Background: an optimization exercise with open tools, aiming at small area and a short achievable clock period. Do not read the settings as production practice. Function was checked by simulation only, so behaviour that the tests miss may differ from the original.

==> flow/design.v (outline; a module is shown in full before it is edited, if it fits) <==
// module iir_DF1_Biquad: 2019 lines
// module iir_fa: 4 lines
// module iir_pg: 4 lines
// module iir_gp: 4 lines
// module iir_gg: 3 lines
// module iir_sr: 3 lines
module iir_DF1_Biquad (
  input clk,
  input rst,
  input signed [15:0] din,
  output signed [15:0] dout
);
  // ...
==> flow/run.sh <==
#!/bin/bash
# synth_recipe.tcl (not shown) runs the flow's synth.tcl, then flattens the netlist and writes it again
# the make line also repeats each setting of config.mk as NAME=value (left out here)
make -C /OpenROAD-flow-scripts/flow DESIGN_CONFIG=/design/flow/config.mk WORK_HOME=/design/flow/orfs CLKGATE_MAP_FILE= SYNTH_SCRIPT=/design/flow/synth_recipe.tcl finish
==> flow/config.mk <==
export PLATFORM = sky130hd
export DESIGN_NAME = iir_DF1_Biquad
export DESIGN_NICKNAME = iir_DF1_Biquad
export VERILOG_FILES = /design/flow/design.v
export SDC_FILE = /design/flow/constraint.sdc
export NUM_CORES = 4
export LEC_CHECK = 0
export CAP_MARGIN = 20
export CORE_MARGIN = 2
export CORE_UTILIZATION = 40
export SLEW_MARGIN = 20
export SYNTH_HIERARCHICAL = 1
export SYNTH_MINIMUM_KEEP_SIZE = 0
==> flow/constraint.sdc <==
create_clock -name core_clock -period 11.0 [get_ports {clk}]
set_input_delay 2.2000 -clock core_clock [delete_from_list [all_inputs] [get_ports {clk}]]
set_output_delay 2.2000 -clock core_clock [all_outputs]
set_load 0.01 [all_outputs]
==> results.toml, run 1 <==
[clocking]
cts_hold_buf = 0
tritoncts = "yes"
clk_latency_ps = 430

[setup_path]
arrival_ps = 4830
path_delay_family = "adder cells"
crit_cells = 13
cp_max_fo = 14
regToRegSetupSlack_ps = 6490
crit_end = "yc[13]$_DFF_P_"
crit_start = "y[9]$_DFF_P_"

[layout]
clkbuf_count = 21
finalNonFillerCells = 1527
area_growth_pct = 10.42
fillers = 2965
seq_cells = 160

[timing]
holdWs_ps = 594.6
drv_slew = 0
grt_setup_unrepaired = "no"
finClkSkew_ps = 13.62

[floorplan]
die-area_um2 = 34420
initial_utilization_pct = 40.61
taps = 442
die_width_um = 185.5

[synthesis]
muxShareOfSynthArea_pct = 0
synth_fa_ha_area_share_pct = 56.70
netlist.top_cell.by_area = "fa_1"
synth_top_family_by_area = "adder cells"
yosysSeqAreaShare_pct = 24.30
synth-main-ff-cell = "dfxtp_1"

[detailed_routing]
wl_met1_mm = 12.25
ant_nets = 0
vias = 6999

[run_status]
status = "timing/DRC/antenna clean"

[grt]
overflow = 0
grt_pass1_wl_mm = 47.69
==> run 2, diff against run 1 <==
--- a/flow/design.v
+++ b/flow/design.v
@@ -1,15 +1,17 @@
 module iir_DF1_Biquad (
   input clk,
   input rst,
   input signed [15:0] din,
   output signed [15:0] dout
 );
   reg [15:0] y, xa, xb;
+  reg rst_d;
+  wire rst_y;
   reg [15:0] yc;   
   reg c0_0;
   reg c1_0;
   reg c0_1;
   reg c1_1;
   reg c0_2;
   reg c1_2;
   reg c0_3;
@@ -1779,244 +1781,146 @@
   iir_gg uG1027 (.gh(G1001), .ph(P1002), .gl(G1011), .g(G1027));
   iir_gg uG1028 (.gh(G1003), .ph(P1004), .gl(G1011), .g(G1028));
   iir_gg uG1029 (.gh(G1005), .ph(P1006), .gl(G1011), .g(G1029));
   iir_gg uG1030 (.gh(G1012), .ph(P1013), .gl(G1011), .g(G1030));
   iir_gg uG1031 (.gh(G1014), .ph(P1015), .gl(G1011), .g(G1031));
   iir_gg uG1032 (.gh(G1016), .ph(P1017), .gl(G1011), .g(G1032));
   iir_gg uG1033 (.gh(G1018), .ph(P1019), .gl(G1011), .g(G1033));
   iir_gg uG1034 (.gh(G1020), .ph(P1021), .gl(G1011), .g(G1034));
-  iir_sr us_sum_14 (.p(p913), .c(G1009), .rst(rst), .s(s_sum[14]));
-  iir_sr us_sum_15 (.p(p915), .c(G1010), .rst(rst), .s(s_sum[15]));
-  iir_sr us_sum_16 (.p(p917), .c(G1011), .rst(rst), .s(s_sum[16]));
-  iir_sr us_sum_17 (.p(p919), .c(G1022), .rst(rst), .s(s_sum[17]));
-  iir_sr us_sum_18 (.p(p921), .c(G1023), .rst(rst), .s(s_sum[18]));
-  iir_sr us_sum_19 (.p(p923), .c(G1024), .rst(rst), .s(s_sum[19]));
-  iir_sr us_sum_20 (.p(p925), .c(G1025), .rst(rst), .s(s_sum[20]));
-  iir_sr us_sum_21 (.p(p927), .c(G1026), .rst(rst), .s(s_sum[21]));
-  iir_sr us_sum_22 (.p(p929), .c(G1027), .rst(rst), .s(s_sum[22]));
-  iir_sr us_sum_23 (.p(p931), .c(G1028), .rst(rst), .s(s_sum[23]));
-  iir_sr us_sum_24 (.p(p933), .c(G1029), .rst(rst), .s(s_sum[24]));
-  iir_sr us_sum_25 (.p(p935), .c(G1030), .rst(rst), .s(s_sum[25]));
-  iir_sr us_sum_26 (.p(p937), .c(G1031), .rst(rst), .s(s_sum[26]));
-  iir_sr us_sum_27 (.p(p939), .c(G1032), .rst(rst), .s(s_sum[27]));
-  iir_sr us_sum_28 (.p(p941), .c(G1033), .rst(rst), .s(s_sum[28]));
-  iir_sr us_sum_29 (.p(p943), .c(G1034), .rst(rst), .s(s_sum[29]));
+  iir_sr us_sum_14 (.p(p913), .c(G1009), .rst(rst_y), .s(s_sum[14]));
+  iir_sr us_sum_15 (.p(p915), .c(G1010), .rst(rst_y), .s(s_sum[15]));
+  iir_sr us_sum_16 (.p(p917), .c(G1011), .rst(rst_y), .s(s_sum[16]));
+  iir_sr us_sum_17 (.p(p919), .c(G1022), .rst(rst_y), .s(s_sum[17]));
+  iir_sr us_sum_18 (.p(p921), .c(G1023), .rst(rst_y), .s(s_sum[18]));
+  iir_sr us_sum_19 (.p(p923), .c(G1024), .rst(rst_y), .s(s_sum[19]));
+  iir_sr us_sum_20 (.p(p925), .c(G1025), .rst(rst_y), .s(s_sum[20]));
+  iir_sr us_sum_21 (.p(p927), .c(G1026), .rst(rst_y), .s(s_sum[21]));
+  iir_sr us_sum_22 (.p(p929), .c(G1027), .rst(rst_y), .s(s_sum[22]));
+  iir_sr us_sum_23 (.p(p931), .c(G1028), .rst(rst_y), .s(s_sum[23]));
+  iir_sr us_sum_24 (.p(p933), .c(G1029), .rst(rst_y), .s(s_sum[24]));
+  iir_sr us_sum_25 (.p(p935), .c(G1030), .rst(rst_y), .s(s_sum[25]));
+  iir_sr us_sum_26 (.p(p937), .c(G1031), .rst(rst_y), .s(s_sum[26]));
+  iir_sr us_sum_27 (.p(p939), .c(G1032), .rst(rst_y), .s(s_sum[27]));
+  iir_sr us_sum_28 (.p(p941), .c(G1033), .rst(rst_y), .s(s_sum[28]));
+  iir_sr us_sum_29 (.p(p943), .c(G1034), .rst(rst_y), .s(s_sum[29]));
   always @(posedge clk) begin
     if (rst) begin
       xa <= 16'd0; xb <= 16'd0;
-      c0_0 <= 1'b1;
-      c1_0 <= 1'b1;
-      c0_1 <= 1'b0;
-      c1_1 <= 1'b1;
-      c0_2 <= 1'b0;
-      c1_2 <= 1'b1;
-      c0_3 <= 1'b1;
-      c1_3 <= 1'b1;
-      c0_4 <= 1'b1;
-      c1_4 <= 1'b1;
-      c0_5 <= 1'b1;
-      c1_5 <= 1'b0;
-      c0_6 <= 1'b0;
-      c1_6 <= 1'b1;
-      c0_7 <= 1'b1;
-      c1_7 <= 1'b0;
-      c0_8 <= 1'b0;
-      c1_8 <= 1'b1;
-      c0_9 <= 1'b1;
-      c1_9 <= 1'b1;
-      c0_10 <= 1'b0;
-      c1_10 <= 1'b1;
-      c0_11 <= 1'b1;
-      c1_11 <= 1'b0;
-      c0_12 <= 1'b0;
-      c1_12 <= 1'b1;
-      c0_13 <= 1'b1;
-      c1_13 <= 1'b1;
-      c0_14 <= 1'b1;
-      c1_14 <= 1'b1;
-      c0_15 <= 1'b0;
-      c1_15 <= 1'b1;
-      c0_16 <= 1'b0;
-      c1_16 <= 1'b1;
-      c0_17 <= 1'b0;
-      c1_17 <= 1'b1;
-      c0_18 <= 1'b1;
-      c1_18 <= 1'b1;
-      c0_19 <= 1'b0;
-      c1_19 <= 1'b1;
-      c0_20 <= 1'b0;
-      c1_20 <= 1'b1;
-      c0_21 <= 1'b0;
-      c1_21 <= 1'b1;
-      c0_22 <= 1'b1;
-      c1_22 <= 1'b1;
-      c0_23 <= 1'b0;
-      c1_23 <= 1'b0;
-      c0_24 <= 1'b1;
-      c1_24 <= 1'b0;
-      c0_25 <= 1'b0;
-      c1_25 <= 1'b0;
-      c0_26 <= 1'b1;
-      c1_26 <= 1'b0;
-      c0_27 <= 1'b1;
-      c1_27 <= 1'b1;
-      c0_28 <= 1'b1;
-      c1_28 <= 1'b1;
-      c0_29 <= 1'b1;
-      c1_29 <= 1'b1;
-      p0_0 <= 1'b1;
-      p0_1 <= 1'b1;
-      p0_2 <= 1'b1;
-      p0_3 <= 1'b1;
-      p1_3 <= 1'b0;
-      p0_4 <= 1'b1;
-      p1_4 <= 1'b0;
-      p0_5 <= 1'b1;
-      p1_5 <= 1'b0;
-      p0_6 <= 1'b0;
-      p1_6 <= 1'b0;
-      p0_7 <= 1'b0;
-      p1_7 <= 1'b0;
-      p0_8 <= 1'b0;
-      p1_8 <= 1'b0;
-      p0_9 <= 1'b0;
-      p1_9 <= 1'b0;
-      p0_10 <= 1'b0;
-      p1_10 <= 1'b0;
-      p0_11 <= 1'b0;
-      p1_11 <= 1'b0;
-      p0_12 <= 1'b0;
-      p1_12 <= 1'b0;
-      p0_13 <= 1'b0;
-      p1_13 <= 1'b0;
-      p0_14 <= 1'b0;
-      p1_14 <= 1'b0;
-      p0_15 <= 1'b0;
-      p1_15 <= 1'b0;
-      p0_16 <= 1'b0;
-      p1_16 <= 1'b0;
-      p0_17 <= 1'b0;
-      p1_17 <= 1'b0;
-      p0_18 <= 1'b0;
-      p1_18 <= 1'b0;
-      p0_19 <= 1'b0;
-      p1_19 <= 1'b0;
-      p0_20 <= 1'b0;
-      p1_20 <= 1'b1;
-      p0_21 <= 1'b0;
-      p1_21 <= 1'b0;
-      p0_22 <= 1'b1;
     end else begin
       xa <= din; xb <= xa;
-      c0_0 <= xb[0];
-      c1_0 <= yc[0];
-      c0_1 <= s485;
-      c1_1 <= yc[1];
-      c0_2 <= c486;
-      c1_2 <= s488;
-      c0_3 <= c489;
-      c1_3 <= s491;
-      c0_4 <= c492;
-      c1_4 <= s494;
-      c0_5 <= c495;
-      c1_5 <= s497;
-      c0_6 <= c498;
-      c1_6 <= s500;
-      c0_7 <= c501;
-      c1_7 <= s503;
-      c0_8 <= c504;
-      c1_8 <= s506;
-      c0_9 <= c507;
-      c1_9 <= s509;
-      c0_10 <= c510;
-      c1_10 <= s512;
-      c0_11 <= c513;
-      c1_11 <= s515;
-      c0_12 <= c516;
-      c1_12 <= s518;
-      c0_13 <= c519;
-      c1_13 <= s521;
-      c0_14 <= c522;
-      c1_14 <= s524;
-      c0_15 <= c525;
-      c1_15 <= s527;
-      c0_16 <= c528;
-      c1_16 <= s530;
-      c0_17 <= c531;
-      c1_17 <= s533;
-      c0_18 <= c534;
-      c1_18 <= s536;
-      c0_19 <= c537;
-      c1_19 <= s539;
-      c0_20 <= c540;
-      c1_20 <= s542;
-      c0_21 <= c543;
-      c1_21 <= s545;
-      c0_22 <= c546;
-      c1_22 <= s548;
-      c0_23 <= c549;
-      c1_23 <= s551;
-      c0_24 <= c552;
-      c1_24 <= s554;
-      c0_25 <= c555;
-      c1_25 <= s557;
-      c0_26 <= c558;
-      c1_26 <= s559;
-      c0_27 <= c560;
-      c1_27 <= yc[13];
-      c0_28 <= yc[13];
-      c1_28 <= yc[14];
-      c0_29 <= yc[14];
-      c1_29 <= yc[15];
-      p0_0 <= din[0];
-      p0_1 <= din[1];
-      p0_2 <= din[2];
-      p0_3 <= din[3];
-      p1_3 <= din[0];
-      p0_4 <= din[4];
-      p1_4 <= din[1];
-      p0_5 <= s25;
-      p1_5 <= din[0];
-      p0_6 <= c26;
-      p1_6 <= s28;
-      p0_7 <= c29;
-      p1_7 <= s31;
-      p0_8 <= c32;
-      p1_8 <= s34;
-      p0_9 <= c35;
-      p1_9 <= s37;
-      p0_10 <= c38;
-      p1_10 <= s40;
-      p0_11 <= c41;
-      p1_11 <= s43;
-      p0_12 <= c44;
-      p1_12 <= s46;
-      p0_13 <= c47;
-      p1_13 <= s49;
-      p0_14 <= c50;
-      p1_14 <= s52;
-      p0_15 <= c53;
-      p1_15 <= s54;
-      p0_16 <= c55;
-      p1_16 <= s56;
-      p0_17 <= c57;
-      p1_17 <= s58;
-      p0_18 <= c59;
-      p1_18 <= s61;
-      p0_19 <= c62;
-      p1_19 <= s63;
-      p0_20 <= c64;
-      p1_20 <= s65;
-      p0_21 <= c66;
-      p1_21 <= din[14];
-      p0_22 <= din[15];
     end
   end
   always @(posedge clk) begin
+    rst_d <= rst;
+    c0_0 <= xb[0];
+    c1_0 <= yc[0];
+    c0_1 <= s485;
+    c1_1 <= yc[1];
+    c0_2 <= c486;
+    c1_2 <= s488;
+    c0_3 <= c489;
+    c1_3 <= s491;
+    c0_4 <= c492;
+    c1_4 <= s494;
+    c0_5 <= c495;
+    c1_5 <= s497;
+    c0_6 <= c498;
+    c1_6 <= s500;
+    c0_7 <= c501;
+    c1_7 <= s503;
+    c0_8 <= c504;
+    c1_8 <= s506;
+    c0_9 <= c507;
+    c1_9 <= s509;
+    c0_10 <= c510;
+    c1_10 <= s512;
+    c0_11 <= c513;
+    c1_11 <= s515;
+    c0_12 <= c516;
+    c1_12 <= s518;
+    c0_13 <= c519;
+    c1_13 <= s521;
+    c0_14 <= c522;
+    c1_14 <= s524;
+    c0_15 <= c525;
+    c1_15 <= s527;
+    c0_16 <= c528;
+    c1_16 <= s530;
+    c0_17 <= c531;
+    c1_17 <= s533;
+    c0_18 <= c534;
+    c1_18 <= s536;
+    c0_19 <= c537;
+    c1_19 <= s539;
+    c0_20 <= c540;
+    c1_20 <= s542;
+    c0_21 <= c543;
+    c1_21 <= s545;
+    c0_22 <= c546;
+    c1_22 <= s548;
+    c0_23 <= c549;
+    c1_23 <= s551;
+    c0_24 <= c552;
+    c1_24 <= s554;
+    c0_25 <= c555;
+    c1_25 <= s557;
+    c0_26 <= c558;
+    c1_26 <= s559;
+    c0_27 <= c560;
+    c1_27 <= yc[13];
+    c0_28 <= yc[13];
+    c1_28 <= yc[14];
+    c0_29 <= yc[14];
+    c1_29 <= yc[15];
+    p0_0 <= din[0];
+    p0_1 <= din[1];
+    p0_2 <= din[2];
+    p0_3 <= din[3];
+    p1_3 <= din[0];
+    p0_4 <= din[4];
+    p1_4 <= din[1];
+    p0_5 <= s25;
+    p1_5 <= din[0];
+    p0_6 <= c26;
+    p1_6 <= s28;
+    p0_7 <= c29;
+    p1_7 <= s31;
+    p0_8 <= c32;
+    p1_8 <= s34;
+    p0_9 <= c35;
+    p1_9 <= s37;
+    p0_10 <= c38;
+    p1_10 <= s40;
+    p0_11 <= c41;
+    p1_11 <= s43;
+    p0_12 <= c44;
+    p1_12 <= s46;
+    p0_13 <= c47;
+    p1_13 <= s49;
+    p0_14 <= c50;
+    p1_14 <= s52;
+    p0_15 <= c53;
+    p1_15 <= s54;
+    p0_16 <= c55;
+    p1_16 <= s56;
+    p0_17 <= c57;
+    p1_17 <= s58;
+    p0_18 <= c59;
+    p1_18 <= s61;
+    p0_19 <= c62;
+    p1_19 <= s63;
+    p0_20 <= c64;
+    p1_20 <= s65;
+    p0_21 <= c66;
+    p1_21 <= din[14];
+    p0_22 <= din[15];
+  end
+  assign rst_y = rst | rst_d;
+  always @(posedge clk) begin
     y <= s_sum[29:14];
     yc <= ~s_sum[29:14];
   end
   assign dout = y;
 endmodule
 module iir_fa (input a, input b, input c, output s, output co);
   assign s = a ^ b ^ c;
   assign co = (a & b) | (c & (a ^ b));
==> flow/config.mk (replaced) <==
export PLATFORM = sky130hd
export DESIGN_NAME = iir_DF1_Biquad
export DESIGN_NICKNAME = iir_DF1_Biquad
export VERILOG_FILES = /design/flow/design.v
export SDC_FILE = /design/flow/constraint.sdc
export NUM_CORES = 4
export LEC_CHECK = 0
export CAP_MARGIN = 20
export CORE_MARGIN = 2
export CORE_UTILIZATION = 40
export CTS_BUF_LIST = sky130_fd_sc_hd__clkbuf_8
export SLEW_MARGIN = 20
export SYNTH_HIERARCHICAL = 1
export SYNTH_MINIMUM_KEEP_SIZE = 0
==> run 2 against run 1 <==
  * Utilization about the same
  * Still clean
  * Die area decreased by 4.5%
  * Critical path type unchanged
==> results.toml, run 2 <==
[detailed_routing]
dr.pass1.iters = 4
ant_nets = 0
dr.first_iter.drc_count = 256
drc = 0
via_per_inst = 4.650
drt_wl_total_mm = 26.37
avgRoutedWirePerCell_um = 18.99
vias = 6459

[synthesis]
synthTopCellsByArea = "fa_1 52%, dfxtp_1 26%, ha_1 7.4%"
synthCells = 930
synth_cell_types = 13
syn_avg_cell_area_um2 = 13.51
netlist_area_um2 = 12570
synth_edf_count = 0
synth_most_common_cell = "fa_1"
ys_ff_latch = 162
yosys-top-cells-count = "327 x fa_1, 207 x inv_1, 162 x dfxtp_1"
synth_top_area_share_pct = 52.09
syn_nets = 1349
ys_warn_count = 7
async_reset_ff_share_pct = 0
yosysSeqAreaShare_pct = 25.81
synth-main-ff-cell = "dfxtp_1"
netlist.top_cell.by_area = "fa_1"

[clocking]
clk_latency_ps = 480
clkTransAtPathRegs_ps = 100
cts_hold_buf = 0
tritoncts = "yes"
cts_root_buffer = "clkbuf_8"
cts_setup_buffers = 0
cts_made_buffers = 17
cts_resized = 0
clk_path_buf_depth = 2
cts_sinks = 162
htreeDepth = 4

[layout]
final_common_cell = "fa_1"
finalNonFillerCells = 1389
antenna_cells = 0
fillers = 2860
final_cell_mix = "327 x fa_1, 208 x inv_1, 162 x dfxtp_1, 74 x ha_1, 55 x a21o_1"
drive_gt1_share_pct = 3.223
area_growth_pct = 9.598
layout.nets = 1399

[floorplan]
die-area_um2 = 32850
rows = 64
die_width_um = 181.3
initial_utilization_pct = 40.87
core_um2 = 30750
die_h_um = 181.3
pin_count = 34

[timing]
setup_viol = 0
max_freq_mhz = 221.2
post-route-min-period_ps = 4520
slew_headroom_pct = 44.09
finalCritPeriodShare_pct = 41.09
finClkSkew_ps = 14.71
drv_slew = 0
hold_viol = 0
tns_ps = 0
worst_pin_slew_ps = 837.5
grt_setup_unrepaired = "no"

[placed_design]
place_congestion = 0.8236
port_buffers = 33
place_inst = 1357
dpl.hpwl_mm = 22.65

[run_status]
status = "timing/DRC/antenna clean"

[setup_path]
endpoint_kind = "flip-flop"
crit_path_start_kind = "flip-flop"
arrival_ps = 4890
cp_max_fo = 14
crit_type = "reg2reg"
required_ps = 11370

[grt]
overflow = 0
grt_pass1_vias = 7716
grt_pass1_wl_mm = 42.46
track_usage_pct = 17.85
grt_max_degree = 35
antenna_found_initial = 0

[worst_hold_path]
min_path_type = "reg2reg"

[run]
maxCapViolations = 0
## run 2: logic make-up (layout without fill, tap and decap cells)
family          after synthesis  in the layout  share of synthesized area (%)
buf+inv                     210            273                          6.352
fa+ha+maj                   401            401                          59.46
simple gates                 85             85                          3.913
compound gates               55             55                          3.286
flops                       162            162                          25.81
xor+xnor                     17             17                          1.185
## run 2: layer usage
layer / track usage [%] / wire length [um] / share of wire (%)
met2: 32.06 / 14350 / 54
met5: 0 / 0 / 0
met3: 2.983 / 847 / 3.2
met1: 22.04 / 10730 / 41
met4: 5.431 / 437 / 1.7
## run 2: modules after synthesis, one instance, submodules excluded
| module | copies in the design | area [um^2] | cells |
|---|---|---|---|
| iir_sr | 16 | 12.51 | 2 |
| iir_gp | 36 | 13.76 | 2 |
| iir_gg | 19 | 7.507 | 1 |
| iir_fa | 327 | 20.02 | 1 |
| iir_pg | 30 | 12.51 | 1 |
| iir_DF1_Biquad | 1 | 4807 | 450 |
## run 2: path summary, 6_finish.rpt
check | from | end | slack (ps) | cells after the start
max | y[8]$_DFF_P_ | yc[5]$_DFF_P_ | 6480 | 13
min reg2reg | xb[0]$_SDFF_PP0_ | c0_0$_DFF_P_ | 450 | 0
max reg2reg | y[8]$_DFF_P_ | yc[5]$_DFF_P_ | 6480 | 13
min | xb[0]$_SDFF_PP0_ | c0_0$_DFF_P_ | 450 | 0
## run 2: final cells by class
class / instances / area (um^2) / share of cell area (%)
Tap cell: 396 / 495.5 / 3.597
Clock inverter: 15 / 160.2 / 1.163
Timing Repair Buffer: 34 / 337.8 / 2.453
Sequential cell: 162 / 3243 / 23.55
Clock buffer: 17 / 234.0 / 1.699
Inverter: 207 / 777.0 / 5.641
Multi-Input combinational cell: 558 / 8526 / 61.90
## run 2: worst max-delay path: stages, from the launching register on
cell and delay [ps]:
dfxtp_1 710, fa_1 550, fa_1 480, fa_1 510, fa_1 420, ha_1 290
and2_1 170, a21o_1 180, a21o_1 170, a21o_1 340, a21o_1 250, xnor2_1 120
nor2_1 150, inv_1 70
## run 2: stage by stage
step	setup slack, ps	cell area (um^2)	hold slack [ps]	util, %
after floorplan	6986	12570	398.8	-
after global placement	6504	13380	439.6	43.51
final	6480	13770	450.1	44.79
after global routing	6226	13770	456.9	44.79
after CTS	6449	13770	456.0	44.79
after detailed placement	6463	13380	439.8	43.51

separate check: timing with driven ports:
Ports are ideal in the flow. The routed layouts listed here were re-timed in OpenROAD. Step 1: set_driving_cell puts a clkbuf_16 on clk and a buf_2 on each other input, an assumption about the parent block. Step 2 also shifts input and output timing later by t, the mid clock arrival at the registers, as if the neighbouring blocks saw the same clock. Slacks: ideal / step 1 / step 2; pairs: ideal / step 1.
run	t (ns)	slack for setup (ns)	worst setup path after step 2	slew at the worst register clock pin (ns)	worst data-port slew with drivers (ns)
run 1	0.475	6.490 / 6.490 / 6.490	register to register	0.07 / 0.07	0.03
run 2	0.515	6.480 / 6.480 / 6.480	register to register	0.10 / 0.10	0.04
After both steps setup and hold are still met in every run listed.
